This is an optimization exercise on Yosys and OpenROAD, whose aim is small area and a short achievable clock period, not a production implementation.
The RTL was checked by simulation tests, not by an equivalence proof against the original design.
Power figures rest on the tool's default switching activity, not on a simulated workload.

$ cat design/flow/design.v
module mac5 #(parameter WIDTH=32)
   (input logic [(WIDTH/2)-1:0] a,
    input logic [(WIDTH/2)-1:0] b,
    input logic               clk, reset,
    output logic [WIDTH-1:0]  out);
   logic [15:0] ra;
   logic [7:0] bneg, bone, btwo;
   logic rb15;
   wire [16:0] bx = {b, 1'b0};
   logic f;
   logic q2_0_0;
   logic q2_1_0;
   logic q2_2_0;
   logic q2_3_0;
   logic q2_3_1;
   logic q2_3_2;
   logic q2_4_0;
   logic q2_4_1;
   logic q2_5_0;
   logic q2_5_1;
   logic q2_6_0;
   logic q2_6_1;
   logic q2_7_0;
   logic q2_7_1;
   logic q2_8_0;
   logic q2_8_1;
   logic q2_9_0;
   logic q2_9_1;
   logic q2_10_0;
   logic q2_10_1;
   logic q2_11_0;
   logic q2_11_1;
   logic q2_11_2;
   logic q2_11_3;
   logic q2_12_0;
   logic q2_12_1;
   logic q2_12_2;
   logic q2_13_0;
   logic q2_13_1;
   logic q2_13_2;
   logic q2_14_0;
   logic q2_14_1;
   logic q2_14_2;
   logic q2_15_0;
   logic q2_15_1;
   logic q2_15_2;
   logic q2_16_0;
   logic q2_16_1;
   logic q2_16_2;
   logic q2_16_3;
   logic q2_17_0;
   logic q2_17_1;
   logic q2_17_2;
   logic q2_17_3;
   logic q2_18_0;
   logic q2_18_1;
   logic q2_18_2;
   logic q2_18_3;
   logic q2_19_0;
   logic q2_19_1;
   logic q2_19_2;
   logic q2_19_3;
   logic q2_20_0;
   logic q2_20_1;
   logic q2_20_2;
   logic q2_20_3;
   logic q2_21_0;
   logic q2_21_1;
   logic q2_21_2;
   logic q2_21_3;
   logic q2_22_0;
   logic q2_22_1;
   logic q2_23_0;
   logic q2_23_1;
   logic q2_23_2;
   logic q2_24_0;
   logic q2_24_1;
   logic q2_24_2;
   logic q2_25_0;
   logic q2_25_1;
   logic q2_25_2;
   logic q2_26_0;
   logic q2_26_1;
   logic q2_26_2;
   logic q2_27_0;
   logic q2_27_1;
   logic q2_27_2;
   logic q2_28_0;
   logic q2_29_0;
   logic q2_29_1;
   logic q2_30_0;
   logic q2_30_1;
   logic q2_31_0;
   logic q2_31_1;
   wire p1 = ~(((bone[0] & ra[0])) ^ bneg[0]);
   wire p2 = ~(((bone[0] & ra[1]) | (btwo[0] & ra[0])) ^ bneg[0]);
   wire p3 = ~(((bone[0] & ra[2]) | (btwo[0] & ra[1])) ^ bneg[0]);
   wire p4 = ~(((bone[0] & ra[3]) | (btwo[0] & ra[2])) ^ bneg[0]);
   wire p5 = ~(((bone[0] & ra[4]) | (btwo[0] & ra[3])) ^ bneg[0]);
   wire p6 = ~(((bone[0] & ra[5]) | (btwo[0] & ra[4])) ^ bneg[0]);
   wire p7 = ~(((bone[0] & ra[6]) | (btwo[0] & ra[5])) ^ bneg[0]);
   wire p8 = ~(((bone[0] & ra[7]) | (btwo[0] & ra[6])) ^ bneg[0]);
   wire p9 = ~(((bone[0] & ra[8]) | (btwo[0] & ra[7])) ^ bneg[0]);
   wire p10 = ~(((bone[0] & ra[9]) | (btwo[0] & ra[8])) ^ bneg[0]);
   wire p11 = ~(((bone[0] & ra[10]) | (btwo[0] & ra[9])) ^ bneg[0]);
   wire p12 = ~(((bone[0] & ra[11]) | (btwo[0] & ra[10])) ^ bneg[0]);
   wire p13 = ~(((bone[0] & ra[12]) | (btwo[0] & ra[11])) ^ bneg[0]);
   wire p14 = ~(((bone[0] & ra[13]) | (btwo[0] & ra[12])) ^ bneg[0]);
   wire p15 = ~(((bone[0] & ra[14]) | (btwo[0] & ra[13])) ^ bneg[0]);
   wire p16 = ~(((bone[0] & ra[15]) | (btwo[0] & ra[14])) ^ bneg[0]);
   wire p17 = ~(((btwo[0] & ra[15])) ^ bneg[0]);
   wire p18 = ~bneg[0];
   wire p19 = bneg[0];
   wire p20 = ~(((bone[1] & ra[0])) ^ bneg[1]);
   wire p21 = ~(((bone[1] & ra[1]) | (btwo[1] & ra[0])) ^ bneg[1]);
   wire p22 = ~(((bone[1] & ra[2]) | (btwo[1] & ra[1])) ^ bneg[1]);
   wire p23 = ~(((bone[1] & ra[3]) | (btwo[1] & ra[2])) ^ bneg[1]);
   wire p24 = ~(((bone[1] & ra[4]) | (btwo[1] & ra[3])) ^ bneg[1]);
   wire p25 = ~(((bone[1] & ra[5]) | (btwo[1] & ra[4])) ^ bneg[1]);
   wire p26 = ~(((bone[1] & ra[6]) | (btwo[1] & ra[5])) ^ bneg[1]);
   wire p27 = ~(((bone[1] & ra[7]) | (btwo[1] & ra[6])) ^ bneg[1]);
   wire p28 = ~(((bone[1] & ra[8]) | (btwo[1] & ra[7])) ^ bneg[1]);
   wire p29 = ~(((bone[1] & ra[9]) | (btwo[1] & ra[8])) ^ bneg[1]);
   wire p30 = ~(((bone[1] & ra[10]) | (btwo[1] & ra[9])) ^ bneg[1]);
   wire p31 = ~(((bone[1] & ra[11]) | (btwo[1] & ra[10])) ^ bneg[1]);
   wire p32 = ~(((bone[1] & ra[12]) | (btwo[1] & ra[11])) ^ bneg[1]);
   wire p33 = ~(((bone[1] & ra[13]) | (btwo[1] & ra[12])) ^ bneg[1]);
   wire p34 = ~(((bone[1] & ra[14]) | (btwo[1] & ra[13])) ^ bneg[1]);
   wire p35 = ~(((bone[1] & ra[15]) | (btwo[1] & ra[14])) ^ bneg[1]);
   wire p36 = ~(((btwo[1] & ra[15])) ^ bneg[1]);
   wire p37 = ~bneg[1];
   wire p38 = bneg[1];
   wire p39 = ~(((bone[2] & ra[0])) ^ bneg[2]);
   wire p40 = ~(((bone[2] & ra[1]) | (btwo[2] & ra[0])) ^ bneg[2]);
   wire p41 = ~(((bone[2] & ra[2]) | (btwo[2] & ra[1])) ^ bneg[2]);
   wire p42 = ~(((bone[2] & ra[3]) | (btwo[2] & ra[2])) ^ bneg[2]);
   wire p43 = ~(((bone[2] & ra[4]) | (btwo[2] & ra[3])) ^ bneg[2]);
   wire p44 = ~(((bone[2] & ra[5]) | (btwo[2] & ra[4])) ^ bneg[2]);
   wire p45 = ~(((bone[2] & ra[6]) | (btwo[2] & ra[5])) ^ bneg[2]);
   wire p46 = ~(((bone[2] & ra[7]) | (btwo[2] & ra[6])) ^ bneg[2]);
   wire p47 = ~(((bone[2] & ra[8]) | (btwo[2] & ra[7])) ^ bneg[2]);
   wire p48 = ~(((bone[2] & ra[9]) | (btwo[2] & ra[8])) ^ bneg[2]);
   wire p49 = ~(((bone[2] & ra[10]) | (btwo[2] & ra[9])) ^ bneg[2]);
   wire p50 = ~(((bone[2] & ra[11]) | (btwo[2] & ra[10])) ^ bneg[2]);
   wire p51 = ~(((bone[2] & ra[12]) | (btwo[2] & ra[11])) ^ bneg[2]);
   wire p52 = ~(((bone[2] & ra[13]) | (btwo[2] & ra[12])) ^ bneg[2]);
   wire p53 = ~(((bone[2] & ra[14]) | (btwo[2] & ra[13])) ^ bneg[2]);
   wire p54 = ~(((bone[2] & ra[15]) | (btwo[2] & ra[14])) ^ bneg[2]);
   wire p55 = ~(((btwo[2] & ra[15])) ^ bneg[2]);
   wire p56 = ~bneg[2];
   wire p57 = bneg[2];
   wire p58 = ~(((bone[3] & ra[0])) ^ bneg[3]);
   wire p59 = ~(((bone[3] & ra[1]) | (btwo[3] & ra[0])) ^ bneg[3]);
   wire p60 = ~(((bone[3] & ra[2]) | (btwo[3] & ra[1])) ^ bneg[3]);
   wire p61 = ~(((bone[3] & ra[3]) | (btwo[3] & ra[2])) ^ bneg[3]);
   wire p62 = ~(((bone[3] & ra[4]) | (btwo[3] & ra[3])) ^ bneg[3]);
   wire p63 = ~(((bone[3] & ra[5]) | (btwo[3] & ra[4])) ^ bneg[3]);
   wire p64 = ~(((bone[3] & ra[6]) | (btwo[3] & ra[5])) ^ bneg[3]);
   wire p65 = ~(((bone[3] & ra[7]) | (btwo[3] & ra[6])) ^ bneg[3]);
   wire p66 = ~(((bone[3] & ra[8]) | (btwo[3] & ra[7])) ^ bneg[3]);
   wire p67 = ~(((bone[3] & ra[9]) | (btwo[3] & ra[8])) ^ bneg[3]);
   wire p68 = ~(((bone[3] & ra[10]) | (btwo[3] & ra[9])) ^ bneg[3]);
   wire p69 = ~(((bone[3] & ra[11]) | (btwo[3] & ra[10])) ^ bneg[3]);
   wire p70 = ~(((bone[3] & ra[12]) | (btwo[3] & ra[11])) ^ bneg[3]);
   wire p71 = ~(((bone[3] & ra[13]) | (btwo[3] & ra[12])) ^ bneg[3]);
   wire p72 = ~(((bone[3] & ra[14]) | (btwo[3] & ra[13])) ^ bneg[3]);
   wire p73 = ~(((bone[3] & ra[15]) | (btwo[3] & ra[14])) ^ bneg[3]);
   wire p74 = ~(((btwo[3] & ra[15])) ^ bneg[3]);
   wire p75 = ~bneg[3];
   wire p76 = bneg[3];
   wire p77 = ~(((bone[4] & ra[0])) ^ bneg[4]);
   wire p78 = ~(((bone[4] & ra[1]) | (btwo[4] & ra[0])) ^ bneg[4]);
   wire p79 = ~(((bone[4] & ra[2]) | (btwo[4] & ra[1])) ^ bneg[4]);
   wire p80 = ~(((bone[4] & ra[3]) | (btwo[4] & ra[2])) ^ bneg[4]);
   wire p81 = ~(((bone[4] & ra[4]) | (btwo[4] & ra[3])) ^ bneg[4]);
   wire p82 = ~(((bone[4] & ra[5]) | (btwo[4] & ra[4])) ^ bneg[4]);
   wire p83 = ~(((bone[4] & ra[6]) | (btwo[4] & ra[5])) ^ bneg[4]);
   wire p84 = ~(((bone[4] & ra[7]) | (btwo[4] & ra[6])) ^ bneg[4]);
   wire p85 = ~(((bone[4] & ra[8]) | (btwo[4] & ra[7])) ^ bneg[4]);
   wire p86 = ~(((bone[4] & ra[9]) | (btwo[4] & ra[8])) ^ bneg[4]);
   wire p87 = ~(((bone[4] & ra[10]) | (btwo[4] & ra[9])) ^ bneg[4]);
   wire p88 = ~(((bone[4] & ra[11]) | (btwo[4] & ra[10])) ^ bneg[4]);
   wire p89 = ~(((bone[4] & ra[12]) | (btwo[4] & ra[11])) ^ bneg[4]);
   wire p90 = ~(((bone[4] & ra[13]) | (btwo[4] & ra[12])) ^ bneg[4]);
   wire p91 = ~(((bone[4] & ra[14]) | (btwo[4] & ra[13])) ^ bneg[4]);
   wire p92 = ~(((bone[4] & ra[15]) | (btwo[4] & ra[14])) ^ bneg[4]);
   wire p93 = ~(((btwo[4] & ra[15])) ^ bneg[4]);
   wire p94 = ~bneg[4];
   wire p95 = bneg[4];
   wire p96 = ~(((bone[5] & ra[0])) ^ bneg[5]);
   wire p97 = ~(((bone[5] & ra[1]) | (btwo[5] & ra[0])) ^ bneg[5]);
   wire p98 = ~(((bone[5] & ra[2]) | (btwo[5] & ra[1])) ^ bneg[5]);
   wire p99 = ~(((bone[5] & ra[3]) | (btwo[5] & ra[2])) ^ bneg[5]);
   wire p100 = ~(((bone[5] & ra[4]) | (btwo[5] & ra[3])) ^ bneg[5]);
   wire p101 = ~(((bone[5] & ra[5]) | (btwo[5] & ra[4])) ^ bneg[5]);
   wire p102 = ~(((bone[5] & ra[6]) | (btwo[5] & ra[5])) ^ bneg[5]);
   wire p103 = ~(((bone[5] & ra[7]) | (btwo[5] & ra[6])) ^ bneg[5]);
   wire p104 = ~(((bone[5] & ra[8]) | (btwo[5] & ra[7])) ^ bneg[5]);
   wire p105 = ~(((bone[5] & ra[9]) | (btwo[5] & ra[8])) ^ bneg[5]);
   wire p106 = ~(((bone[5] & ra[10]) | (btwo[5] & ra[9])) ^ bneg[5]);
   wire p107 = ~(((bone[5] & ra[11]) | (btwo[5] & ra[10])) ^ bneg[5]);
   wire p108 = ~(((bone[5] & ra[12]) | (btwo[5] & ra[11])) ^ bneg[5]);
   wire p109 = ~(((bone[5] & ra[13]) | (btwo[5] & ra[12])) ^ bneg[5]);
   wire p110 = ~(((bone[5] & ra[14]) | (btwo[5] & ra[13])) ^ bneg[5]);
   wire p111 = ~(((bone[5] & ra[15]) | (btwo[5] & ra[14])) ^ bneg[5]);
   wire p112 = ~(((btwo[5] & ra[15])) ^ bneg[5]);
   wire p113 = ~bneg[5];
   wire p114 = bneg[5];
   wire p115 = ~(((bone[6] & ra[0])) ^ bneg[6]);
   wire p116 = ~(((bone[6] & ra[1]) | (btwo[6] & ra[0])) ^ bneg[6]);
   wire p117 = ~(((bone[6] & ra[2]) | (btwo[6] & ra[1])) ^ bneg[6]);
   wire p118 = ~(((bone[6] & ra[3]) | (btwo[6] & ra[2])) ^ bneg[6]);
   wire p119 = ~(((bone[6] & ra[4]) | (btwo[6] & ra[3])) ^ bneg[6]);
   wire p120 = ~(((bone[6] & ra[5]) | (btwo[6] & ra[4])) ^ bneg[6]);
   wire p121 = ~(((bone[6] & ra[6]) | (btwo[6] & ra[5])) ^ bneg[6]);
   wire p122 = ~(((bone[6] & ra[7]) | (btwo[6] & ra[6])) ^ bneg[6]);
   wire p123 = ~(((bone[6] & ra[8]) | (btwo[6] & ra[7])) ^ bneg[6]);
   wire p124 = ~(((bone[6] & ra[9]) | (btwo[6] & ra[8])) ^ bneg[6]);
   wire p125 = ~(((bone[6] & ra[10]) | (btwo[6] & ra[9])) ^ bneg[6]);
   wire p126 = ~(((bone[6] & ra[11]) | (btwo[6] & ra[10])) ^ bneg[6]);
   wire p127 = ~(((bone[6] & ra[12]) | (btwo[6] & ra[11])) ^ bneg[6]);
   wire p128 = ~(((bone[6] & ra[13]) | (btwo[6] & ra[12])) ^ bneg[6]);
   wire p129 = ~(((bone[6] & ra[14]) | (btwo[6] & ra[13])) ^ bneg[6]);
   wire p130 = ~(((bone[6] & ra[15]) | (btwo[6] & ra[14])) ^ bneg[6]);
   wire p131 = ~(((btwo[6] & ra[15])) ^ bneg[6]);
   wire p132 = ~bneg[6];
   wire p133 = bneg[6];
   wire p134 = ~(((bone[7] & ra[0])) ^ bneg[7]);
   wire p135 = ~(((bone[7] & ra[1]) | (btwo[7] & ra[0])) ^ bneg[7]);
   wire p136 = ~(((bone[7] & ra[2]) | (btwo[7] & ra[1])) ^ bneg[7]);
   wire p137 = ~(((bone[7] & ra[3]) | (btwo[7] & ra[2])) ^ bneg[7]);
   wire p138 = ~(((bone[7] & ra[4]) | (btwo[7] & ra[3])) ^ bneg[7]);
   wire p139 = ~(((bone[7] & ra[5]) | (btwo[7] & ra[4])) ^ bneg[7]);
   wire p140 = ~(((bone[7] & ra[6]) | (btwo[7] & ra[5])) ^ bneg[7]);
   wire p141 = ~(((bone[7] & ra[7]) | (btwo[7] & ra[6])) ^ bneg[7]);
   wire p142 = ~(((bone[7] & ra[8]) | (btwo[7] & ra[7])) ^ bneg[7]);
   wire p143 = ~(((bone[7] & ra[9]) | (btwo[7] & ra[8])) ^ bneg[7]);
   wire p144 = ~(((bone[7] & ra[10]) | (btwo[7] & ra[9])) ^ bneg[7]);
   wire p145 = ~(((bone[7] & ra[11]) | (btwo[7] & ra[10])) ^ bneg[7]);
   wire p146 = ~(((bone[7] & ra[12]) | (btwo[7] & ra[11])) ^ bneg[7]);
   wire p147 = ~(((bone[7] & ra[13]) | (btwo[7] & ra[12])) ^ bneg[7]);
   wire p148 = ~(((bone[7] & ra[14]) | (btwo[7] & ra[13])) ^ bneg[7]);
   wire p149 = ~(((bone[7] & ra[15]) | (btwo[7] & ra[14])) ^ bneg[7]);
   wire p150 = ~(((btwo[7] & ra[15])) ^ bneg[7]);
   wire p151 = ~bneg[7];
   wire p152 = bneg[7];
   wire p153 = ~(ra[0] & rb15);
   wire p154 = ~(ra[1] & rb15);
   wire p155 = ~(ra[2] & rb15);
   wire p156 = ~(ra[3] & rb15);
   wire p157 = ~(ra[4] & rb15);
   wire p158 = ~(ra[5] & rb15);
   wire p159 = ~(ra[6] & rb15);
   wire p160 = ~(ra[7] & rb15);
   wire p161 = ~(ra[8] & rb15);
   wire p162 = ~(ra[9] & rb15);
   wire p163 = ~(ra[10] & rb15);
   wire p164 = ~(ra[11] & rb15);
   wire p165 = ~(ra[12] & rb15);
   wire p166 = ~(ra[13] & rb15);
   wire p167 = ~(ra[14] & rb15);
   wire p168 = ~(ra[15] & rb15);
   wire p169 = ~(out[0] & f);
   wire p170 = ~(out[1] & f);
   wire p171 = ~(out[2] & f);
   wire p172 = ~(out[3] & f);
   wire p173 = ~(out[4] & f);
   wire p174 = ~(out[5] & f);
   wire p175 = ~(out[6] & f);
   wire p176 = ~(out[7] & f);
   wire p177 = ~(out[8] & f);
   wire p178 = ~(out[9] & f);
   wire p179 = ~(out[10] & f);
   wire p180 = ~(out[11] & f);
   wire p181 = ~(out[12] & f);
   wire p182 = ~(out[13] & f);
   wire p183 = ~(out[14] & f);
   wire p184 = ~(out[15] & f);
   wire p185 = ~(out[16] & f);
   wire p186 = ~(out[17] & f);
   wire p187 = ~(out[18] & f);
   wire p188 = ~(out[19] & f);
   wire p189 = ~(out[20] & f);
   wire p190 = ~(out[21] & f);
   wire p191 = ~(out[22] & f);
   wire p192 = ~(out[23] & f);
   wire p193 = ~(out[24] & f);
   wire p194 = ~(out[25] & f);
   wire p195 = ~(out[26] & f);
   wire p196 = ~(out[27] & f);
   wire p197 = ~(out[28] & f);
   wire p198 = ~(out[29] & f);
   wire p199 = ~(out[30] & f);
   wire p200 = ~(out[31] & f);
   wire p201 = ~p19;
   wire p202 = ~p19;
   wire p203 = ~p189;
   wire p204 = ~p191;
   wire p205 = ~p193;
   wire p206 = ~p195;
   wire p207 = ~p197;
   wire p208 = ~p199;
   wire s209, c210;
   mac5_fa u_s209 (.a(p18), .b(p169), .c(p1), .s(s209), .co(c210));
   wire s211, c212;
   mac5_fa u_s211 (.a(p37), .b(p171), .c(p3), .s(s211), .co(c212));
   wire s213, c214;
   mac5_fa u_s213 (.a(p172), .b(p4), .c(p21), .s(s213), .co(c214));
   wire s215, c216;
   mac5_fa u_s215 (.a(p56), .b(p173), .c(p5), .s(s215), .co(c216));
   wire s217, c218;
   mac5_fa u_s217 (.a(p174), .b(p6), .c(p23), .s(s217), .co(c218));
   wire s219, c220;
   mac5_fa u_s219 (.a(p75), .b(p175), .c(p7), .s(s219), .co(c220));
   wire s221, c222;
   mac5_fa u_s221 (.a(p24), .b(p41), .c(p58), .s(s221), .co(c222));
   wire s223, c224;
   mac5_fa u_s223 (.a(p176), .b(p8), .c(p25), .s(s223), .co(c224));
   wire s225, c226;
   mac5_fa u_s225 (.a(p94), .b(p177), .c(p9), .s(s225), .co(c226));
   wire s227, c228;
   mac5_fa u_s227 (.a(p26), .b(p43), .c(p60), .s(s227), .co(c228));
   wire s229, c230;
   mac5_fa u_s229 (.a(p178), .b(p10), .c(p27), .s(s229), .co(c230));
   wire s231, c232;
   mac5_fa u_s231 (.a(p44), .b(p61), .c(p78), .s(s231), .co(c232));
   wire s233, c234;
   mac5_fa u_s233 (.a(p113), .b(p179), .c(p11), .s(s233), .co(c234));
   wire s235, c236;
   mac5_fa u_s235 (.a(p28), .b(p45), .c(p62), .s(s235), .co(c236));
   wire s237, c238;
   mac5_fa u_s237 (.a(p180), .b(p12), .c(p29), .s(s237), .co(c238));
   wire s239, c240;
   mac5_fa u_s239 (.a(p46), .b(p63), .c(p80), .s(s239), .co(c240));
   wire s241, c242;
   mac5_fa u_s241 (.a(p132), .b(p181), .c(p13), .s(s241), .co(c242));
   wire s243, c244;
   mac5_fa u_s243 (.a(p30), .b(p47), .c(p64), .s(s243), .co(c244));
   wire s245, c246;
   mac5_fa u_s245 (.a(p81), .b(p98), .c(p115), .s(s245), .co(c246));
   wire s247, c248;
   mac5_fa u_s247 (.a(p182), .b(p14), .c(p31), .s(s247), .co(c248));
   wire s249, c250;
   mac5_fa u_s249 (.a(p48), .b(p65), .c(p82), .s(s249), .co(c250));
   wire s251, c252;
   mac5_fa u_s251 (.a(p151), .b(p183), .c(p15), .s(s251), .co(c252));
   wire s253, c254;
   mac5_fa u_s253 (.a(p32), .b(p49), .c(p66), .s(s253), .co(c254));
   wire s255, c256;
   mac5_fa u_s255 (.a(p83), .b(p100), .c(p117), .s(s255), .co(c256));
   wire s257, c258;
   mac5_fa u_s257 (.a(p184), .b(p16), .c(p33), .s(s257), .co(c258));
   wire s259, c260;
   mac5_fa u_s259 (.a(p50), .b(p67), .c(p84), .s(s259), .co(c260));
   wire s261, c262;
   mac5_fa u_s261 (.a(p101), .b(p118), .c(p135), .s(s261), .co(c262));
   wire s263, c264;
   mac5_fa u_s263 (.a(p185), .b(p153), .c(p17), .s(s263), .co(c264));
   wire s265, c266;
   mac5_fa u_s265 (.a(p34), .b(p51), .c(p68), .s(s265), .co(c266));
   wire s267, c268;
   mac5_fa u_s267 (.a(p85), .b(p102), .c(p119), .s(s267), .co(c268));
   wire s269, c270;
   mac5_fa u_s269 (.a(p201), .b(p186), .c(p154), .s(s269), .co(c270));
   wire s271, c272;
   mac5_fa u_s271 (.a(p35), .b(p52), .c(p69), .s(s271), .co(c272));
   wire s273, c274;
   mac5_fa u_s273 (.a(p86), .b(p103), .c(p120), .s(s273), .co(c274));
   wire s275, c276;
   mac5_fa u_s275 (.a(p202), .b(p187), .c(p155), .s(s275), .co(c276));
   wire s277, c278;
   mac5_fa u_s277 (.a(p36), .b(p53), .c(p70), .s(s277), .co(c278));
   wire s279, c280;
   mac5_fa u_s279 (.a(p87), .b(p104), .c(p121), .s(s279), .co(c280));
   wire s281, c282;
   mac5_fa u_s281 (.a(p38), .b(p19), .c(p188), .s(s281), .co(c282));
   wire s283, c284;
   mac5_fa u_s283 (.a(p156), .b(p54), .c(p71), .s(s283), .co(c284));
   wire s285, c286;
   mac5_fa u_s285 (.a(p88), .b(p105), .c(p122), .s(s285), .co(c286));
   wire s287, c288;
   mac5_fa u_s287 (.a(p203), .b(p157), .c(p55), .s(s287), .co(c288));
   wire s289, c290;
   mac5_fa u_s289 (.a(p72), .b(p89), .c(p106), .s(s289), .co(c290));
   wire s291, c292;
   mac5_fa u_s291 (.a(p57), .b(p190), .c(p189), .s(s291), .co(c292));
   wire s293, c294;
   mac5_fa u_s293 (.a(p158), .b(p73), .c(p90), .s(s293), .co(c294));
   wire s295, c296;
   mac5_fa u_s295 (.a(p107), .b(p124), .c(p141), .s(s295), .co(c296));
   wire s297, c298;
   mac5_fa u_s297 (.a(p204), .b(p159), .c(p74), .s(s297), .co(c298));
   wire s299, c300;
   mac5_fa u_s299 (.a(p91), .b(p108), .c(p125), .s(s299), .co(c300));
   wire s301, c302;
   mac5_fa u_s301 (.a(p76), .b(p192), .c(p191), .s(s301), .co(c302));
   wire s303, c304;
   mac5_fa u_s303 (.a(p160), .b(p92), .c(p109), .s(s303), .co(c304));
   wire s305, c306;
   mac5_fa u_s305 (.a(p205), .b(p161), .c(p93), .s(s305), .co(c306));
   wire s307, c308;
   mac5_fa u_s307 (.a(p110), .b(p127), .c(p144), .s(s307), .co(c308));
   wire s309, c310;
   mac5_fa u_s309 (.a(p95), .b(p194), .c(p193), .s(s309), .co(c310));
   wire s311, c312;
   mac5_fa u_s311 (.a(p162), .b(p111), .c(p128), .s(s311), .co(c312));
   wire s313, c314;
   mac5_fa u_s313 (.a(p206), .b(p163), .c(p112), .s(s313), .co(c314));
   wire s315, c316;
   mac5_fa u_s315 (.a(p114), .b(p196), .c(p195), .s(s315), .co(c316));
   wire s317, c318;
   mac5_fa u_s317 (.a(p164), .b(p130), .c(p147), .s(s317), .co(c318));
   wire s319, c320;
   mac5_fa u_s319 (.a(p207), .b(p165), .c(p131), .s(s319), .co(c320));
   wire s321, c322;
   mac5_fa u_s321 (.a(p133), .b(p198), .c(p197), .s(s321), .co(c322));
   wire s323, c324;
   mac5_fa u_s323 (.a(p208), .b(p167), .c(p150), .s(s323), .co(c324));
   wire s325, c326;
   mac5_fa u_s325 (.a(p152), .b(p200), .c(p199), .s(s325), .co(c326));
   wire s327, c328;
   mac5_fa u_s327 (.a(p170), .b(p2), .c(c210), .s(s327), .co(c328));
   wire s329, c330;
   mac5_fa u_s329 (.a(p22), .b(p39), .c(c214), .s(s329), .co(c330));
   wire s331, c332;
   mac5_fa u_s331 (.a(p40), .b(c216), .c(s217), .s(s331), .co(c332));
   wire s333, c334;
   mac5_fa u_s333 (.a(c218), .b(s219), .c(s221), .s(s333), .co(c334));
   wire s335, c336;
   mac5_fa u_s335 (.a(p42), .b(p59), .c(c220), .s(s335), .co(c336));
   wire s337, c338;
   mac5_fa u_s337 (.a(p77), .b(c224), .c(s225), .s(s337), .co(c338));
   wire s339, c340;
   mac5_fa u_s339 (.a(c226), .b(c228), .c(s229), .s(s339), .co(c340));
   wire s341, c342;
   mac5_fa u_s341 (.a(p79), .b(p96), .c(c230), .s(s341), .co(c342));
   wire s343, c344;
   mac5_fa u_s343 (.a(c232), .b(s233), .c(s235), .s(s343), .co(c344));
   wire s345, c346;
   mac5_fa u_s345 (.a(p97), .b(c234), .c(c236), .s(s345), .co(c346));
   wire s347, c348;
   mac5_fa u_s347 (.a(c238), .b(c240), .c(s241), .s(s347), .co(c348));
   wire s349, c350;
   mac5_fa u_s349 (.a(p99), .b(p116), .c(c242), .s(s349), .co(c350));
   wire s351, c352;
   mac5_fa u_s351 (.a(c244), .b(c246), .c(s247), .s(s351), .co(c352));
   wire s353, c354;
   mac5_fa u_s353 (.a(p134), .b(c248), .c(c250), .s(s353), .co(c354));
   wire s355, c356;
   mac5_fa u_s355 (.a(s251), .b(s253), .c(s255), .s(s355), .co(c356));
   wire s357, c358;
   mac5_fa u_s357 (.a(c252), .b(c254), .c(c256), .s(s357), .co(c358));
   wire s359, c360;
   mac5_fa u_s359 (.a(s257), .b(s259), .c(s261), .s(s359), .co(c360));
   wire s361, c362;
   mac5_fa u_s361 (.a(p136), .b(c258), .c(c260), .s(s361), .co(c362));
   wire s363, c364;
   mac5_fa u_s363 (.a(c262), .b(s263), .c(s265), .s(s363), .co(c364));
   wire s365, c366;
   mac5_fa u_s365 (.a(p137), .b(s269), .c(c264), .s(s365), .co(c366));
   wire s367, c368;
   mac5_fa u_s367 (.a(c266), .b(c268), .c(s271), .s(s367), .co(c368));
   wire s369, c370;
   mac5_fa u_s369 (.a(p138), .b(c270), .c(s275), .s(s369), .co(c370));
   wire s371, c372;
   mac5_fa u_s371 (.a(c272), .b(c274), .c(s277), .s(s371), .co(c372));
   wire s373, c374;
   mac5_fa u_s373 (.a(p139), .b(s281), .c(c276), .s(s373), .co(c374));
   wire s375, c376;
   mac5_fa u_s375 (.a(c278), .b(c280), .c(s283), .s(s375), .co(c376));
   wire s377, c378;
   mac5_fa u_s377 (.a(c282), .b(p123), .c(p140), .s(s377), .co(c378));
   wire s379, c380;
   mac5_fa u_s379 (.a(c284), .b(c286), .c(s287), .s(s379), .co(c380));
   wire s381, c382;
   mac5_fa u_s381 (.a(s291), .b(c288), .c(c290), .s(s381), .co(c382));
   wire s383, c384;
   mac5_fa u_s383 (.a(c292), .b(p142), .c(c294), .s(s383), .co(c384));
   wire s385, c386;
   mac5_fa u_s385 (.a(c296), .b(s297), .c(s299), .s(s385), .co(c386));
   wire s387, c388;
   mac5_fa u_s387 (.a(p126), .b(p143), .c(s301), .s(s387), .co(c388));
   wire s389, c390;
   mac5_fa u_s389 (.a(c298), .b(c300), .c(s303), .s(s389), .co(c390));
   wire s391, c392;
   mac5_fa u_s391 (.a(c302), .b(c304), .c(s305), .s(s391), .co(c392));
   wire s393, c394;
   mac5_fa u_s393 (.a(p145), .b(s309), .c(c306), .s(s393), .co(c394));
   wire s395, c396;
   mac5_fa u_s395 (.a(c310), .b(p129), .c(p146), .s(s395), .co(c396));
   wire s397, c398;
   mac5_fa u_s397 (.a(s315), .b(c314), .c(s317), .s(s397), .co(c398));
   wire s399, c400;
   mac5_fa u_s399 (.a(c316), .b(p148), .c(c318), .s(s399), .co(c400));
   wire s401, c402;
   mac5_fa u_s401 (.a(p166), .b(p149), .c(s321), .s(s401), .co(c402));
   wire s403, c404;
   mac5_fa u_s403 (.a(p168), .b(s325), .c(c324), .s(s403), .co(c404));
   wire s405, c406;
   mac5_fa u_s405 (.a(p20), .b(s211), .c(c328), .s(s405), .co(c406));
   wire s407, c408;
   mac5_fa u_s407 (.a(c222), .b(s223), .c(s335), .s(s407), .co(c408));
   wire s409, c410;
   mac5_fa u_s409 (.a(s227), .b(c336), .c(s337), .s(s409), .co(c410));
   wire s411, c412;
   mac5_fa u_s411 (.a(s231), .b(c338), .c(s339), .s(s411), .co(c412));
   wire s413, c414;
   mac5_fa u_s413 (.a(s341), .b(c340), .c(s343), .s(s413), .co(c414));
   wire s415, c416;
   mac5_fa u_s415 (.a(s237), .b(s239), .c(c342), .s(s415), .co(c416));
   wire s417, c418;
   mac5_fa u_s417 (.a(s243), .b(s245), .c(c346), .s(s417), .co(c418));
   wire s419, c420;
   mac5_fa u_s419 (.a(s249), .b(s349), .c(c348), .s(s419), .co(c420));
   wire s421, c422;
   mac5_fa u_s421 (.a(c350), .b(s353), .c(c352), .s(s421), .co(c422));
   wire s423, c424;
   mac5_fa u_s423 (.a(c354), .b(s357), .c(c356), .s(s423), .co(c424));
   wire s425, c426;
   mac5_fa u_s425 (.a(s267), .b(c358), .c(s361), .s(s425), .co(c426));
   wire s427, c428;
   mac5_fa u_s427 (.a(s273), .b(c362), .c(s365), .s(s427), .co(c428));
   wire s429, c430;
   mac5_fa u_s429 (.a(s279), .b(s369), .c(c366), .s(s429), .co(c430));
   wire s431, c432;
   mac5_fa u_s431 (.a(s285), .b(c370), .c(s373), .s(s431), .co(c432));
   wire s433, c434;
   mac5_fa u_s433 (.a(s377), .b(s289), .c(c374), .s(s433), .co(c434));
   wire s435, c436;
   mac5_fa u_s435 (.a(c378), .b(s293), .c(s295), .s(s435), .co(c436));
   wire s437, c438;
   mac5_fa u_s437 (.a(c382), .b(s383), .c(s385), .s(s437), .co(c438));
   wire s439, c440;
   mac5_fa u_s439 (.a(s387), .b(c384), .c(c386), .s(s439), .co(c440));
   wire s441, c442;
   mac5_fa u_s441 (.a(c388), .b(s307), .c(c390), .s(s441), .co(c442));
   wire s443, c444;
   mac5_fa u_s443 (.a(c308), .b(s311), .c(s393), .s(s443), .co(c444));
   wire s445, c446;
   mac5_fa u_s445 (.a(c312), .b(s395), .c(s313), .s(s445), .co(c446));
   wire s447, c448;
   mac5_fa u_s447 (.a(s319), .b(s399), .c(c398), .s(s447), .co(c448));
   wire s449, c450;
   mac5_fa u_s449 (.a(c320), .b(s401), .c(c400), .s(s449), .co(c450));
   wire s451, c452;
   mac5_fa u_s451 (.a(c322), .b(c402), .c(s323), .s(s451), .co(c452));
   wire s453, c454;
   mac5_xn u_s453 (.a(q2_11_0), .b(q2_11_1), .y(s453));
   mac5_or u_c454 (.a(q2_11_0), .b(q2_11_1), .y(c454));
   wire s455, c456;
   mac5_xn u_s455 (.a(q2_12_0), .b(q2_12_1), .y(s455));
   mac5_or u_c456 (.a(q2_12_0), .b(q2_12_1), .y(c456));
   wire s457, c458;
   mac5_xn u_s457 (.a(q2_13_0), .b(q2_13_1), .y(s457));
   mac5_or u_c458 (.a(q2_13_0), .b(q2_13_1), .y(c458));
   wire s459, c460;
   mac5_xn u_s459 (.a(q2_14_0), .b(q2_14_1), .y(s459));
   mac5_or u_c460 (.a(q2_14_0), .b(q2_14_1), .y(c460));
   wire s461, c462;
   mac5_xn u_s461 (.a(q2_15_0), .b(q2_15_1), .y(s461));
   mac5_or u_c462 (.a(q2_15_0), .b(q2_15_1), .y(c462));
   wire s463, c464;
   mac5_fa u_s463 (.a(q2_16_0), .b(q2_16_1), .c(q2_16_2), .s(s463), .co(c464));
   wire s465, c466;
   mac5_fa u_s465 (.a(q2_17_0), .b(q2_17_1), .c(q2_17_2), .s(s465), .co(c466));
   wire s467, c468;
   mac5_fa u_s467 (.a(q2_18_0), .b(q2_18_1), .c(q2_18_2), .s(s467), .co(c468));
   wire s469, c470;
   mac5_fa u_s469 (.a(q2_19_0), .b(q2_19_1), .c(q2_19_2), .s(s469), .co(c470));
   wire s471, c472;
   mac5_fa u_s471 (.a(q2_20_0), .b(q2_20_1), .c(q2_20_2), .s(s471), .co(c472));
   wire s473, c474;
   mac5_fa u_s473 (.a(q2_21_0), .b(q2_21_1), .c(q2_21_2), .s(s473), .co(c474));
   wire s475, c476;
   mac5_xn u_s475 (.a(q2_3_0), .b(q2_3_1), .y(s475));
   mac5_or u_c476 (.a(q2_3_0), .b(q2_3_1), .y(c476));
   wire s477, c478;
   mac5_xn u_s477 (.a(q2_4_0), .b(q2_4_1), .y(s477));
   mac5_or u_c478 (.a(q2_4_0), .b(q2_4_1), .y(c478));
   wire s479, c480;
   mac5_xn u_s479 (.a(q2_5_0), .b(q2_5_1), .y(s479));
   mac5_or u_c480 (.a(q2_5_0), .b(q2_5_1), .y(c480));
   wire s481, c482;
   mac5_xn u_s481 (.a(q2_6_0), .b(q2_6_1), .y(s481));
   mac5_or u_c482 (.a(q2_6_0), .b(q2_6_1), .y(c482));
   wire s483, c484;
   mac5_xn u_s483 (.a(q2_7_0), .b(q2_7_1), .y(s483));
   mac5_or u_c484 (.a(q2_7_0), .b(q2_7_1), .y(c484));
   wire s485, c486;
   mac5_xn u_s485 (.a(q2_8_0), .b(q2_8_1), .y(s485));
   mac5_or u_c486 (.a(q2_8_0), .b(q2_8_1), .y(c486));
   wire s487, c488;
   mac5_xn u_s487 (.a(q2_9_0), .b(q2_9_1), .y(s487));
   mac5_or u_c488 (.a(q2_9_0), .b(q2_9_1), .y(c488));
   wire s489, c490;
   mac5_xn u_s489 (.a(q2_10_0), .b(q2_10_1), .y(s489));
   mac5_or u_c490 (.a(q2_10_0), .b(q2_10_1), .y(c490));
   wire s491, c492;
   mac5_fa u_s491 (.a(q2_11_2), .b(q2_11_3), .c(s453), .s(s491), .co(c492));
   wire s493, c494;
   mac5_fa u_s493 (.a(q2_12_2), .b(s455), .c(c454), .s(s493), .co(c494));
   wire s495, c496;
   mac5_fa u_s495 (.a(q2_13_2), .b(s457), .c(c456), .s(s495), .co(c496));
   wire s497, c498;
   mac5_fa u_s497 (.a(q2_14_2), .b(s459), .c(c458), .s(s497), .co(c498));
   wire s499, c500;
   mac5_fa u_s499 (.a(q2_15_2), .b(s461), .c(c460), .s(s499), .co(c500));
   wire s501, c502;
   mac5_fa u_s501 (.a(q2_16_3), .b(c462), .c(s463), .s(s501), .co(c502));
   wire s503, c504;
   mac5_fa u_s503 (.a(q2_17_3), .b(c464), .c(s465), .s(s503), .co(c504));
   wire s505, c506;
   mac5_fa u_s505 (.a(q2_18_3), .b(c466), .c(s467), .s(s505), .co(c506));
   wire s507, c508;
   mac5_fa u_s507 (.a(q2_19_3), .b(c468), .c(s469), .s(s507), .co(c508));
   wire s509, c510;
   mac5_fa u_s509 (.a(q2_20_3), .b(c470), .c(s471), .s(s509), .co(c510));
   wire s511, c512;
   mac5_fa u_s511 (.a(q2_21_3), .b(c472), .c(s473), .s(s511), .co(c512));
   wire s513, c514;
   mac5_fa u_s513 (.a(q2_22_0), .b(q2_22_1), .c(c474), .s(s513), .co(c514));
   wire s515, c516;
   mac5_fa u_s515 (.a(q2_23_0), .b(q2_23_1), .c(q2_23_2), .s(s515), .co(c516));
   wire s517, c518;
   mac5_fa u_s517 (.a(q2_24_0), .b(q2_24_1), .c(q2_24_2), .s(s517), .co(c518));
   wire s519, c520;
   mac5_fa u_s519 (.a(q2_25_0), .b(q2_25_1), .c(q2_25_2), .s(s519), .co(c520));
   wire s521, c522;
   mac5_fa u_s521 (.a(q2_26_0), .b(q2_26_1), .c(q2_26_2), .s(s521), .co(c522));
   wire s523, c524;
   mac5_fa u_s523 (.a(q2_27_0), .b(q2_27_1), .c(q2_27_2), .s(s523), .co(c524));
   wire [31:0] sx = {q2_31_0, q2_30_0, q2_29_0, q2_28_0, s523, s521, s519, s517, s515, s513, s511, s509, s507, s505, s503, s501, s499, s497, s495, s493, s491, s489, s487, s485, s483, s481, s479, s477, s475, q2_2_0, q2_1_0, q2_0_0};
   wire [31:0] sy = {q2_31_1, q2_30_1, q2_29_1, c524, c522, c520, c518, c516, c514, c512, c510, c508, c506, c504, c502, c500, c498, c496, c494, c492, c490, c488, c486, c484, c482, c480, c478, c476, q2_3_2, 1'b1, 1'b1, 1'b1};
   wire [31:0] sp = sx ^ sy, sg = sx & sy;
   wire lG1 = sg[0] | (sp[0] & 1'b1);
   wire lG2 = sg[2] | (sp[2] & sg[1]);
   wire lP2 = sp[2] & sp[1];
   wire lG3 = sg[4] | (sp[4] & sg[3]);
   wire lP3 = sp[4] & sp[3];
   wire lG4 = sg[6] | (sp[6] & sg[5]);
   wire lP4 = sp[6] & sp[5];
   wire lG5 = sg[1] | (sp[1] & lG1);
   wire lG6 = lG2 | (lP2 & lG1);
   wire lG7 = sg[5] | (sp[5] & lG3);
   wire lP7 = sp[5] & lP3;
   wire lG8 = lG4 | (lP4 & lG3);
   wire lP8 = lP4 & lP3;
   wire lG9 = sg[3] | (sp[3] & lG6);
   wire lG10 = lG3 | (lP3 & lG6);
   wire lG11 = lG7 | (lP7 & lG6);
   wire lG12 = lG8 | (lP8 & lG6);
   wire lG13 = sg[7] | (sp[7] & lG12);
   logic q3_lo0;
   logic q3_lo1;
   logic q3_lo2;
   logic q3_lo3;
   logic q3_lo4;
   logic q3_lo5;
   logic q3_lo6;
   logic q3_lo7;
   logic q3_ck;
   logic [31:8] q3_p, q3_g;
   wire hG1 = q3_g[8] | (q3_p[8] & q3_ck);
   wire hG2 = q3_g[10] | (q3_p[10] & q3_g[9]);
   wire hP2 = q3_p[10] & q3_p[9];
   wire hG3 = q3_g[12] | (q3_p[12] & q3_g[11]);
   wire hP3 = q3_p[12] & q3_p[11];
   wire hG4 = q3_g[14] | (q3_p[14] & q3_g[13]);
   wire hP4 = q3_p[14] & q3_p[13];
   wire hG5 = q3_g[16] | (q3_p[16] & q3_g[15]);
   wire hP5 = q3_p[16] & q3_p[15];
   wire hG6 = q3_g[18] | (q3_p[18] & q3_g[17]);
   wire hP6 = q3_p[18] & q3_p[17];
   wire hG7 = q3_g[20] | (q3_p[20] & q3_g[19]);
   wire hP7 = q3_p[20] & q3_p[19];
   wire hG8 = q3_g[22] | (q3_p[22] & q3_g[21]);
   wire hP8 = q3_p[22] & q3_p[21];
   wire hG9 = q3_g[24] | (q3_p[24] & q3_g[23]);
   wire hP9 = q3_p[24] & q3_p[23];
   wire hG10 = q3_g[26] | (q3_p[26] & q3_g[25]);
   wire hP10 = q3_p[26] & q3_p[25];
   wire hG11 = q3_g[28] | (q3_p[28] & q3_g[27]);
   wire hP11 = q3_p[28] & q3_p[27];
   wire hG12 = q3_g[30] | (q3_p[30] & q3_g[29]);
   wire hP12 = q3_p[30] & q3_p[29];
   wire hG13 = q3_g[9] | (q3_p[9] & hG1);
   wire hG14 = hG2 | (hP2 & hG1);
   wire hG15 = q3_g[13] | (q3_p[13] & hG3);
   wire hP15 = q3_p[13] & hP3;
   wire hG16 = hG4 | (hP4 & hG3);
   wire hP16 = hP4 & hP3;
   wire hG17 = q3_g[17] | (q3_p[17] & hG5);
   wire hP17 = q3_p[17] & hP5;
   wire hG18 = hG6 | (hP6 & hG5);
   wire hP18 = hP6 & hP5;
   wire hG19 = q3_g[21] | (q3_p[21] & hG7);
   wire hP19 = q3_p[21] & hP7;
   wire hG20 = hG8 | (hP8 & hG7);
   wire hP20 = hP8 & hP7;
   wire hG21 = q3_g[25] | (q3_p[25] & hG9);
   wire hP21 = q3_p[25] & hP9;
   wire hG22 = hG10 | (hP10 & hG9);
   wire hP22 = hP10 & hP9;
   wire hG23 = q3_g[29] | (q3_p[29] & hG11);
   wire hP23 = q3_p[29] & hP11;
   wire hG24 = hG12 | (hP12 & hG11);
   wire hP24 = hP12 & hP11;
   wire hG25 = q3_g[11] | (q3_p[11] & hG14);
   wire hG26 = hG3 | (hP3 & hG14);
   wire hG27 = hG15 | (hP15 & hG14);
   wire hG28 = hG16 | (hP16 & hG14);
   wire hG29 = q3_g[19] | (q3_p[19] & hG18);
   wire hP29 = q3_p[19] & hP18;
   wire hG30 = hG7 | (hP7 & hG18);
   wire hP30 = hP7 & hP18;
   wire hG31 = hG19 | (hP19 & hG18);
   wire hP31 = hP19 & hP18;
   wire hG32 = hG20 | (hP20 & hG18);
   wire hP32 = hP20 & hP18;
   wire hG33 = q3_g[27] | (q3_p[27] & hG22);
   wire hP33 = q3_p[27] & hP22;
   wire hG34 = hG11 | (hP11 & hG22);
   wire hP34 = hP11 & hP22;
   wire hG35 = hG23 | (hP23 & hG22);
   wire hP35 = hP23 & hP22;
   wire hG36 = hG24 | (hP24 & hG22);
   wire hP36 = hP24 & hP22;
   wire hG37 = q3_g[15] | (q3_p[15] & hG28);
   wire hG38 = hG5 | (hP5 & hG28);
   wire hG39 = hG17 | (hP17 & hG28);
   wire hG40 = hG18 | (hP18 & hG28);
   wire hG41 = hG29 | (hP29 & hG28);
   wire hG42 = hG30 | (hP30 & hG28);
   wire hG43 = hG31 | (hP31 & hG28);
   wire hG44 = hG32 | (hP32 & hG28);
   wire hG45 = q3_g[31] | (q3_p[31] & hG36);
   wire hP45 = q3_p[31] & hP36;
   wire hG46 = q3_g[23] | (q3_p[23] & hG44);
   wire hG47 = hG9 | (hP9 & hG44);
   wire hG48 = hG21 | (hP21 & hG44);
   wire hG49 = hG22 | (hP22 & hG44);
   wire hG50 = hG33 | (hP33 & hG44);
   wire hG51 = hG34 | (hP34 & hG44);
   wire hG52 = hG35 | (hP35 & hG44);
   wire hG53 = hG36 | (hP36 & hG44);
   wire hG54 = hG45 | (hP45 & hG44);
   wire [31:0] nsum = {~(q3_p[31] ^ hG53), ~(q3_p[30] ^ hG52), ~(q3_p[29] ^ hG51), ~(q3_p[28] ^ hG50), ~(q3_p[27] ^ hG49), ~(q3_p[26] ^ hG48), ~(q3_p[25] ^ hG47), ~(q3_p[24] ^ hG46), ~(q3_p[23] ^ hG44), ~(q3_p[22] ^ hG43), ~(q3_p[21] ^ hG42), ~(q3_p[20] ^ hG41), ~(q3_p[19] ^ hG40), ~(q3_p[18] ^ hG39), ~(q3_p[17] ^ hG38), ~(q3_p[16] ^ hG37), ~(q3_p[15] ^ hG28), ~(q3_p[14] ^ hG27), ~(q3_p[13] ^ hG26), ~(q3_p[12] ^ hG25), ~(q3_p[11] ^ hG14), ~(q3_p[10] ^ hG13), ~(q3_p[9] ^ hG1), ~(q3_p[8] ^ q3_ck), q3_lo7, q3_lo6, q3_lo5, q3_lo4, q3_lo3, q3_lo2, q3_lo1, q3_lo0};
   always @(posedge clk) begin
      q3_lo0 <= ~(sp[0] ^ 1'b1);
      q3_lo1 <= ~(sp[1] ^ lG1);
      q3_lo2 <= ~(sp[2] ^ lG5);
      q3_lo3 <= ~(sp[3] ^ lG6);
      q3_lo4 <= ~(sp[4] ^ lG9);
      q3_lo5 <= ~(sp[5] ^ lG10);
      q3_lo6 <= ~(sp[6] ^ lG11);
      q3_lo7 <= ~(sp[7] ^ lG12);
      q3_ck <= lG13;
      q3_p <= sp[31:8];
      q3_g <= sg[31:8];
   end
   always @(posedge clk or negedge reset)
     if (!reset) f <= 1'b0;
     else f <= 1'b1;
   always @(posedge clk) begin
      ra <= a;
      bneg[0] <= bx[2];
      bone[0] <= bx[1] ^ bx[0];
      btwo[0] <= (bx[2] & ~bx[1] & ~bx[0]) | (~bx[2] & bx[1] & bx[0]);
      bneg[1] <= bx[4];
      bone[1] <= bx[3] ^ bx[2];
      btwo[1] <= (bx[4] & ~bx[3] & ~bx[2]) | (~bx[4] & bx[3] & bx[2]);
      bneg[2] <= bx[6];
      bone[2] <= bx[5] ^ bx[4];
      btwo[2] <= (bx[6] & ~bx[5] & ~bx[4]) | (~bx[6] & bx[5] & bx[4]);
      bneg[3] <= bx[8];
      bone[3] <= bx[7] ^ bx[6];
      btwo[3] <= (bx[8] & ~bx[7] & ~bx[6]) | (~bx[8] & bx[7] & bx[6]);
      bneg[4] <= bx[10];
      bone[4] <= bx[9] ^ bx[8];
      btwo[4] <= (bx[10] & ~bx[9] & ~bx[8]) | (~bx[10] & bx[9] & bx[8]);
      bneg[5] <= bx[12];
      bone[5] <= bx[11] ^ bx[10];
      btwo[5] <= (bx[12] & ~bx[11] & ~bx[10]) | (~bx[12] & bx[11] & bx[10]);
      bneg[6] <= bx[14];
      bone[6] <= bx[13] ^ bx[12];
      btwo[6] <= (bx[14] & ~bx[13] & ~bx[12]) | (~bx[14] & bx[13] & bx[12]);
      bneg[7] <= bx[16];
      bone[7] <= bx[15] ^ bx[14];
      btwo[7] <= (bx[16] & ~bx[15] & ~bx[14]) | (~bx[16] & bx[15] & bx[14]);
      rb15 <= b[15];
      q2_0_0 <= s209;
      q2_1_0 <= s327;
      q2_2_0 <= s405;
      q2_3_0 <= c212;
      q2_3_1 <= s213;
      q2_3_2 <= c406;
      q2_4_0 <= s215;
      q2_4_1 <= s329;
      q2_5_0 <= c330;
      q2_5_1 <= s331;
      q2_6_0 <= c332;
      q2_6_1 <= s333;
      q2_7_0 <= s407;
      q2_7_1 <= c334;
      q2_8_0 <= s409;
      q2_8_1 <= c408;
      q2_9_0 <= s411;
      q2_9_1 <= c410;
      q2_10_0 <= s413;
      q2_10_1 <= c412;
      q2_11_0 <= s415;
      q2_11_1 <= s345;
      q2_11_2 <= c344;
      q2_11_3 <= c414;
      q2_12_0 <= s417;
      q2_12_1 <= s347;
      q2_12_2 <= c416;
      q2_13_0 <= s419;
      q2_13_1 <= s351;
      q2_13_2 <= c418;
      q2_14_0 <= s421;
      q2_14_1 <= s355;
      q2_14_2 <= c420;
      q2_15_0 <= s423;
      q2_15_1 <= s359;
      q2_15_2 <= c422;
      q2_16_0 <= s425;
      q2_16_1 <= c360;
      q2_16_2 <= s363;
      q2_16_3 <= c424;
      q2_17_0 <= s427;
      q2_17_1 <= c364;
      q2_17_2 <= s367;
      q2_17_3 <= c426;
      q2_18_0 <= s429;
      q2_18_1 <= c368;
      q2_18_2 <= s371;
      q2_18_3 <= c428;
      q2_19_0 <= s431;
      q2_19_1 <= c372;
      q2_19_2 <= s375;
      q2_19_3 <= c430;
      q2_20_0 <= s433;
      q2_20_1 <= c376;
      q2_20_2 <= s379;
      q2_20_3 <= c432;
      q2_21_0 <= s435;
      q2_21_1 <= s381;
      q2_21_2 <= c380;
      q2_21_3 <= c434;
      q2_22_0 <= s437;
      q2_22_1 <= c436;
      q2_23_0 <= s439;
      q2_23_1 <= s389;
      q2_23_2 <= c438;
      q2_24_0 <= s441;
      q2_24_1 <= s391;
      q2_24_2 <= c440;
      q2_25_0 <= s443;
      q2_25_1 <= c392;
      q2_25_2 <= c442;
      q2_26_0 <= s445;
      q2_26_1 <= c394;
      q2_26_2 <= c444;
      q2_27_0 <= c396;
      q2_27_1 <= s397;
      q2_27_2 <= c446;
      q2_28_0 <= s447;
      q2_29_0 <= s449;
      q2_29_1 <= c448;
      q2_30_0 <= s451;
      q2_30_1 <= c450;
      q2_31_0 <= s403;
      q2_31_1 <= c452;
      out <= nsum;
   end
endmodule
module mac5_fa (input logic a, b, c, output logic s, co);
   assign s = a ^ b ^ c;
   assign co = (a & b) | (a & c) | (b & c);
endmodule
module mac5_xn (input logic a, b, output logic y);
   assign y = ~(a ^ b);
endmodule
module mac5_or (input logic a, b, output logic y);
   assign y = a | b;
endmodule
$ cat design/flow/constraint.sdc
create_clock -name core_clock -period 7.0 [get_ports {clk}]
set_input_delay 1.4000 -clock core_clock [delete_from_list [all_inputs] [get_ports {clk}]]
set_output_delay 1.4000 -clock core_clock [all_outputs]
set_load 0.01 [all_outputs]
$ cat design/flow/flow/run.sh
#!/bin/bash
# Standard layout, with port buffers of a plain buffer cell, sizing not held to
# the cells' footprints, and a clock tree without dummy loads.
bash standard.sh MATCH_CELL_FOOTPRINT=0 \
  BUFFER_PORTS_ARGS="-buffer_cell sky130_fd_sc_hd__buf_1" \
  CTS_ARGS="-sink_clustering_enable -repair_clock_nets -dont_use_dummy_load -sink_clustering_size 30 -sink_clustering_max_diameter 60" \
  finish > standard.log 2>&1
$ cat design/flow/config.mk
export PLATFORM = sky130hd
export DESIGN_NAME = mac5
export DESIGN_NICKNAME = mac5
export VERILOG_FILES = /design/flow/design.v
export SDC_FILE = /design/flow/constraint.sdc
export NUM_CORES = 4
export LEC_CHECK = 0
export ABC_CLOCK_PERIOD_IN_PS = 1000
export CAP_MARGIN = 20
export CORE_MARGIN = 2
export CORE_UTILIZATION = 40
export SETUP_SLACK_MARGIN = 4.6
export SLEW_MARGIN = 20
export SYNTH_HIERARCHICAL = 1
export SYNTH_MINIMUM_KEEP_SIZE = 0
export TNS_END_PERCENT = 10
$ cat design/flow/standard.sh
#!/bin/bash
# synth_recipe.tcl (not shown) runs the flow's synth.tcl, then flattens the netlist and writes it again
# the make line also repeats each setting of config.mk as NAME=value (left out here)
make -C /OpenROAD-flow-scripts/flow DESIGN_CONFIG=/design/flow/config.mk WORK_HOME=/design/flow/orfs CLKGATE_MAP_FILE= SYNTH_SCRIPT=/design/flow/synth_recipe.tcl "${@:-finish}"
==> results of run 1 <==
how the worst max path moves through the flow:
stage               startpoint  endpoint
floorplan              btwo[0]    q2_9_0
global placement       bneg[7]   q2_28_0
detailed placement     bneg[7]   q2_28_0
CTS                    bone[4]   q2_22_0
global route            ra[14]   q2_22_0
finish                 out[19]   out[19]
power by group through the flow:
stage	sequential, mW	clock [mW]	combinational [mW]
6_report	2.22	0.830	2.38
5_1_grt	2.29	0.902	2.81
4_1_cts	2.23	0.858	2.40
3_5_place_dp	2.25	0	2.38
3_3_place_gp	2.25	0	2.27
2_1_floorplan	2.15	0	1.73
cell families after synthesis:
kind of cell / Yosys count
buffers and inverters: 105
other: 1
AO/OA/AOI/OAI: 166
flip-flops: 213
XOR/XNOR: 174
AND/OR/NAND/NOR: 138
adder cells (fa/ha/maj): 179
multiplexers: 2
modules after synthesis, one instance, submodules excluded:
module	area, sq um	flops+latches	cells	copies in the design
mac5	8340	213	807	1
mac5_fa	20.0	0	1	145
mac5_or	6.26	0	1	13
mac5_xn	8.76	0	1	13
synth_stat cells, types with 2 or more instances:
library cell and number:
a21oi_1 11, or2_1 13, and3_1 2, inv_1 20, xor2_1 18, ha_1 33
nand2b_1 13, buf_1 7, nor4b_1 2, clkbuf_1 69, o21ai_1 2, inv_2 8
dfxtp_1 212, nor3_1 4, fa_1 146, o211ai_1 4, a311oi_1 3, o21ai_0 9
xnor2_1 156, or2_2 3, nor2b_1 3, a21o_1 4, a22oi_1 120, nand3b_1 7
nor2_1 14, o21a_1 3, nand2_1 69, nand3_1 3
metrics by stage:
step | total power, mW | hold slack, ps | area [sq um] | setup slack [ps] | std cells
after global placement | 4.52 | 310 | 11900 | 4150 | 1346
final | 5.42 | 329 | 12800 | 4570 | 1394
after floorplan | 3.88 | 310 | 11600 | 4600 | 978
after CTS | 5.49 | 332 | 12600 | 4550 | 1371
after global routing | 6.00 | 340 | 12800 | 4520 | 1394
after detailed placement | 4.63 | 313 | 11900 | 4060 | 1346
flip-flops by register name, summed over array words and instances (netlist names), 8 cells and up:
| name | count |
|---|---|
| ra | 16 |
| bone | 8 |
| q3_g | 23 |
| q3_p | 24 |
| out | 32 |
| btwo | 8 |
| bneg | 8 |
repair_timing:
| item | in CTS | in global routing |
|---|---|---|
| hold buffers | 0 | 0 |
| setup buffers | 8 | 23 |
| endpoints found under the setup margin | 82 | 52 |
| resized for setup | 96 | 24 |
| pin swaps | 0 | 1 |
metal layers:
metal	wire [um]	track usage [%]
met1	11700	25.1
met2	11500	26.7
met3	2090	3.76
met4	421	3.85
met5	0	0
layout by cell type, fill, tap and decap left out, types with 4 or more instances in the layout:
cell type,instances
or2_1,13
buf_1,58
xor2_1,18
o211ai_1,4
nor3_1,4
nand2b_1,13
a22oi_2,8
ha_1,33
a22oi_1,112
fa_1,143
inv_1,20
xnor2_2,4
a21o_1,4
clkbuf_2,7
inv_4,4
nand3b_1,7
buf_4,26
xnor2_1,152
nand2_1,68
nor2_1,14
dfxtp_4,31
buf_12,4
dfxtp_2,10
clkbuf_16,17
o21ai_0,8
dfxtp_1,171
a21oi_1,11
area by class of cell:
type / instances / area (sq um)
repair buffers: 98 / 562
well taps: 378 / 473
clock buffers: 17 / 425
multi-input cells: 660 / 6850
fillers: 2621 / 15100
inverters: 28 / 138
flip-flops and latches: 213 / 4400
==> flow_metrics.tcl, run 1 <==
set metrics [dict create \
    p_switching_mw 2.00 \
    antenna_cells 0 \
    status "finished clean" \
    gp_congestion 0.882 \
    synth_compound_area_share_pct 10.7 \
    worstRegToRegCells 5 \
    htreeDepth 1 \
    antenna_found_initial 1 \
    crit_slowest_cell "dfxtp_1" \
    synthSimpleGateAreaFrac_pct 5.83 \
    hold_violations 0 \
    final-setup-viol-count 0 \
    pwr_density_cell_mw_per_mm2 422 \
    drv_slew 0 \
    syn-mean-instance-area_sq_um 11.7 \
    drc 0 \
    ys_seq_area_share_pct 37.3 \
    min_path_type "reg -> reg" \
    max-vdd-ir-drop_uv 203 \
    grt_pass1_vias 7489 \
    clk_pin_slew_ps 70 \
    reg2reg_slack_ps 4600 \
    clk_latency_ps 510 \
    r2r-start "ra[14]" \
    seqPwrFrac_pct 40.9 \
    drive_above_1_share_pct 13.0 \
    io_pins 66 \
    die-area_sq_mm 0.0300 \
    cp.buffers_inverters 1 \
    synth_top_flop_cell "dfxtp_1" \
    first_iter_violations 574 \
    cts_buffer_depth 3 \
    comb_power_share_pct 43.8 \
    final_core_util_pct 46.0 \
    cp_top_family "flip-flops" \
    async_flop_share_pct 0.469 \
    r2r_end "q2_22_0" \
    nets 1231 \
    rsz0062_at_grt "true" \
    fin_tns_setup_ps 0 \
    fin_crit_sh_pct 34.8 \
    first_pass_iters 5 \
    crit_path_end_kind "output port" \
    internal-power_mw 3.42 \
    synthToLayoutAreaGrowth_pct 12.3 \
    fmax_ghz 0.411 \
    synthMuxAreaShare_pct 0.186 \
    cts-buffers-inserted 17 \
    ys_types 48 \
    dp_hpwl_um 18200 \
    cts_root_buf "clkbuf_16" \
    core_sq_mm 0.0279 \
    synth.top_cell.area_share_pct 37.1 \
    layout_min_cycle_time_ps 2430 \
    dieWidth_um 173 \
    tritoncts "built" \
    synth_xor_area_share_pct 13.3 \
    p_clk_share_pct 15.3 \
    viasPerCell 5.13 \
    ys_seq_elements 213 \
    synth_fp_nets 1191 \
    routed_wirelength_um 25600 \
    path_max_fanout 2 \
    start_util_pct 40.9 \
    synth_enable_flop_cells 0 \
    cpPeakStageDelay_ps 390 \
    grt_pass1_wl_um 41900 \
    cts.sinks 213 \
    wl_per_cell_um 18.4 \
    power.share.switching_pct 36.9 \
    synth_top_cell_by_area "dfxtp_1" \
    fp.dieH_um 173 \
    grt_max_degree 33 \
    skew_ps 50.3 \
    via_count 7157 \
    leakage_nw 4.84 \
    ys_top_cells_by_area "dfxtp_1 37%, fa_1 26%, xnor2_1 12%" \
    hold_start "q3_lo7" \
    netlist_area_sq_mm 0.0114 \
    whs_endpoint "out[7]" \
    crit_arrival_ps 1030 \
    ant_nets 0 \
    drv_cap 0 \
    path_class "reg -> out" \
    syn_inst 978 \
    synth_top_family_by_area "adder cells" \
    crit_chain "clkbuf_2" \
    hold_depth 0 \
    rows 61 \
    track_usage_pct 17.4 \
    io_buffers 65 \
    yosys_warnings 7 \
    start_kind "flop" \
    synthAdderAreaFrac_pct 29.2 \
    cp.required_ps 5600 \
    grt-ovfl-total 0 \
    worst-path-stages 1 \
]
==> run 2, diff against run 1 <==
--- a/design/flow/config.mk
+++ b/design/flow/config.mk
@@ -10,7 +10,6 @@
 export CORE_MARGIN = 2
 export CORE_UTILIZATION = 40
-export SETUP_SLACK_MARGIN = 4.6
+export SETUP_SLACK_MARGIN = 4.5
 export SLEW_MARGIN = 20
 export SYNTH_HIERARCHICAL = 1
 export SYNTH_MINIMUM_KEEP_SIZE = 0
-export TNS_END_PERCENT = 10
==> run 2 against run 1 <==
Effect of this change: still clean; combinational power down 2%; worst hold slack worse by 0.91 ps; final area down 3.0%; area after synthesis unchanged; final cell count down 2.3%; non-clock buffer count down 32; register-to-register slack about the same; critical path type unchanged; critical endpoint is now out[18]; largest power group unchanged.
==> flow_metrics.tcl, run 2 <==
set metrics [dict create \
    antenna_found_initial 1 \
    syn_inst 978 \
    cts-buffers-inserted 17 \
    grt_max_degree 33 \
    skew_ps 52.5 \
    pwr_density_cell_mw_per_mm2 431 \
    min_path_type "reg -> reg" \
    dieWidth_um 173 \
    crit_arrival_ps 1070 \
    ctsHoldBuffers 0 \
    drv_cap 0 \
    yosys_warnings 7 \
    synth_fp_nets 1191 \
    cts_buffer_depth 3 \
    place_ws_ps 4050 \
    yosysMostFrequentCell "dfxtp_1" \
    nets 1199 \
    final_common_cell "dfxtp_1" \
    first_iter_violations 470 \
    drive_above_1_share_pct 8.33 \
    netlist_area_sq_mm 0.0114 \
    die-area_sq_mm 0.0300 \
    ys_seq_elements 213 \
    fp.dieH_um 173 \
    leakage_nw 4.64 \
    ys_top_cells_by_area "dfxtp_1 37%, fa_1 26%, xnor2_1 12%" \
    post_cts_buffers 0 \
    multi_input_area_sq_mm 0.00678 \
    synth.top_cells.by_count "212 x dfxtp_1, 156 x xnor2_1, 146 x fa_1, 120 x a22oi_1" \
    async_flop_share_pct 0.469 \
    fillers 2677 \
    antenna_cells 0 \
    track_usage_pct 16.7 \
    top_regs "out: 32 flops, q3_p: 24 flops, q3_g: 23 flops" \
    dp_hpwl_um 18100 \
    via_count 6898 \
    crit_slowest_cell "dfxtp_1" \
    grt-ovfl-total 0 \
    largest_register_ffs 32 \
    max-vdd-ir-drop_uv 247 \
    grt_pass1_wl_um 40200 \
    clk_latency_ps 500 \
    htreeDepth 1 \
    instances_no_fill 1362 \
    cpPeakStageDelay_ps 390 \
    path_class "reg -> out" \
    grt_pass1_vias 7275 \
    ys_types 48 \
    cp_top_family "flip-flops" \
    cp.buffers_inverters 1 \
    cp.required_ps 5600 \
    path_max_fanout 2 \
    ant_nets 0 \
    routed_wirelength_um 24500 \
    clk_pin_slew_ps 80 \
    tritoncts "built" \
    gp_congestion 0.896 \
    start_kind "flop" \
    io_buffers 65 \
    top_register "out" \
    first_pass_iters 5 \
    rsz0062_at_grt "false" \
    core_sq_mm 0.0279 \
    io_pins 66 \
    final_core_util_pct 44.6 \
    drc 0 \
    viasPerCell 5.06 \
    synthToLayoutAreaGrowth_pct 8.98 \
    rows 61 \
    synth.top_cell.area_share_pct 37.1 \
    layout_min_cycle_time_ps 2470 \
    final_cell_mix "173 x dfxtp_1, 155 x xnor2_1, 146 x fa_1" \
    status "finished clean" \
    start_util_pct 40.9 \
    final-setup-viol-count 0 \
    layout_setup_ws_ps 4530 \
    cts_root_buf "clkbuf_16" \
    cts.sinks 213 \
    fin_crit_sh_pct 35.3 \
    dp_cells 1345 \
    fin_tns_setup_ps 0 \
    ys_seq_area_share_pct 37.3 \
    wl_per_cell_um 18.0 \
    crit_path_end_kind "output port" \
    register_area_sq_mm 0.00439 \
    fmax_ghz 0.405 \
    drv_slew 0 \
    synth_enable_flop_cells 0 \
    syn-mean-instance-area_sq_um 11.7 \
    synth_top_cell_by_area "dfxtp_1" \
    hold_violations 0 \
    crit_chain "buf_1" \
    synth_top_flop_cell "dfxtp_1" \
]
run 2: power by group:
part	internal, mW	switching (mW)
logic	1.13	1.20
clock network	0.429	0.396
registers	1.83	0.389
total	3.40	1.98
run 2: per-layer routing:
metal | vias to the layer above | track usage [%] | wire length, um
li1 | 3227 | - | -
met1 | 3453 | 24.2 | 11500
met2 | 188 | 26.5 | 11100
met3 | 30 | 2.66 | 1510
met4 | 0 | 3.46 | 375
met5 | - | 0 | 0
run 2: repair_timing:
action / CTS / global route
resized for setup: 61 / 35
setup endpoints to repair: 50 / 19
cloned: 0 / 0
run 2: logic make-up after synthesis:
logic type | synth area share, %
buffers and inverters | 3.46
other | 0.0328
muxes | 0.186
and+or+nand+nor | 5.83
adders and majority gates | 29.2
xor gates and xnor gates | 13.3
DFF | 37.3
AOI/OAI and AO/OA | 10.7
run 2: through the flow:
step	power [mW]	hold slack (ps)	instance area (sq um)
final	5.38	328	12500
after global routing	5.99	331	12500
after CTS	5.48	328	12400
after detailed placement	4.62	312	11900
after global placement	4.51	312	11900
after floorplan	3.86	310	11500
run 2: layout make-up:
| class | instances | share of cell area (%) |
|---|---|---|
| sequential | 213 | 35.2 |
| inverter | 28 | 1.02 |
| multi-input combinational | 660 | 54.4 |
| tap | 378 | 3.79 |
| clock buffer | 17 | 3.41 |
| timing repair buffer | 66 | 2.13 |
run 2: path summary, 6_finish.rpt:
check	from	end	slack, ps	cells after the start
setup reg to reg	bneg[4]	q2_15_0	4590	5
hold reg to reg	q3_lo5	out[5]	330	0
max in group asynchronous	reset	f	6220	1
setup / recovery	out[18]	out[18]	4530	1
hold / removal	q3_lo5	out[5]	330	0
min in group asynchronous	reset	f	690	1
run 2: per-module statistics from Yosys, one instance, submodules excluded:
module / area (sq um) / cells inside
mac5: 8340 / 807
mac5_fa: 20.0 / 1
mac5_or: 6.26 / 1
mac5_xn: 8.76 / 1

-- static timing again, ports no longer ideal --
How much do the figures lean on ideal ports? The routed layouts below were timed once more, with nothing changed but the port constraints.
Step 1 assumes that a clkbuf_16 drives the clock port and a buf_2 every other input.
Step 2, shift: input delay + t, output delay - t, t = (earliest + latest rising clock arrival at the registers) / 2. This alone moves slack from input paths to output paths.
Slacks: ideal / step 1 / step 2; pairs: ideal / step 1.
run | t, ns | setup WS [ns] | latest minus earliest clock arrival (ns) | worst register clock-pin slew, ns | cell pins on the clock port's net
run 1 | 0.532 | 4.567 / 4.517 / 4.599 | 0.050 / 0.051 | 0.10 / 0.10 | 1
run 2 | 0.520 | 4.531 / 4.485 / 4.588 | 0.053 / 0.053 | 0.10 / 0.10 | 1
After both steps every run listed still meets setup and hold.
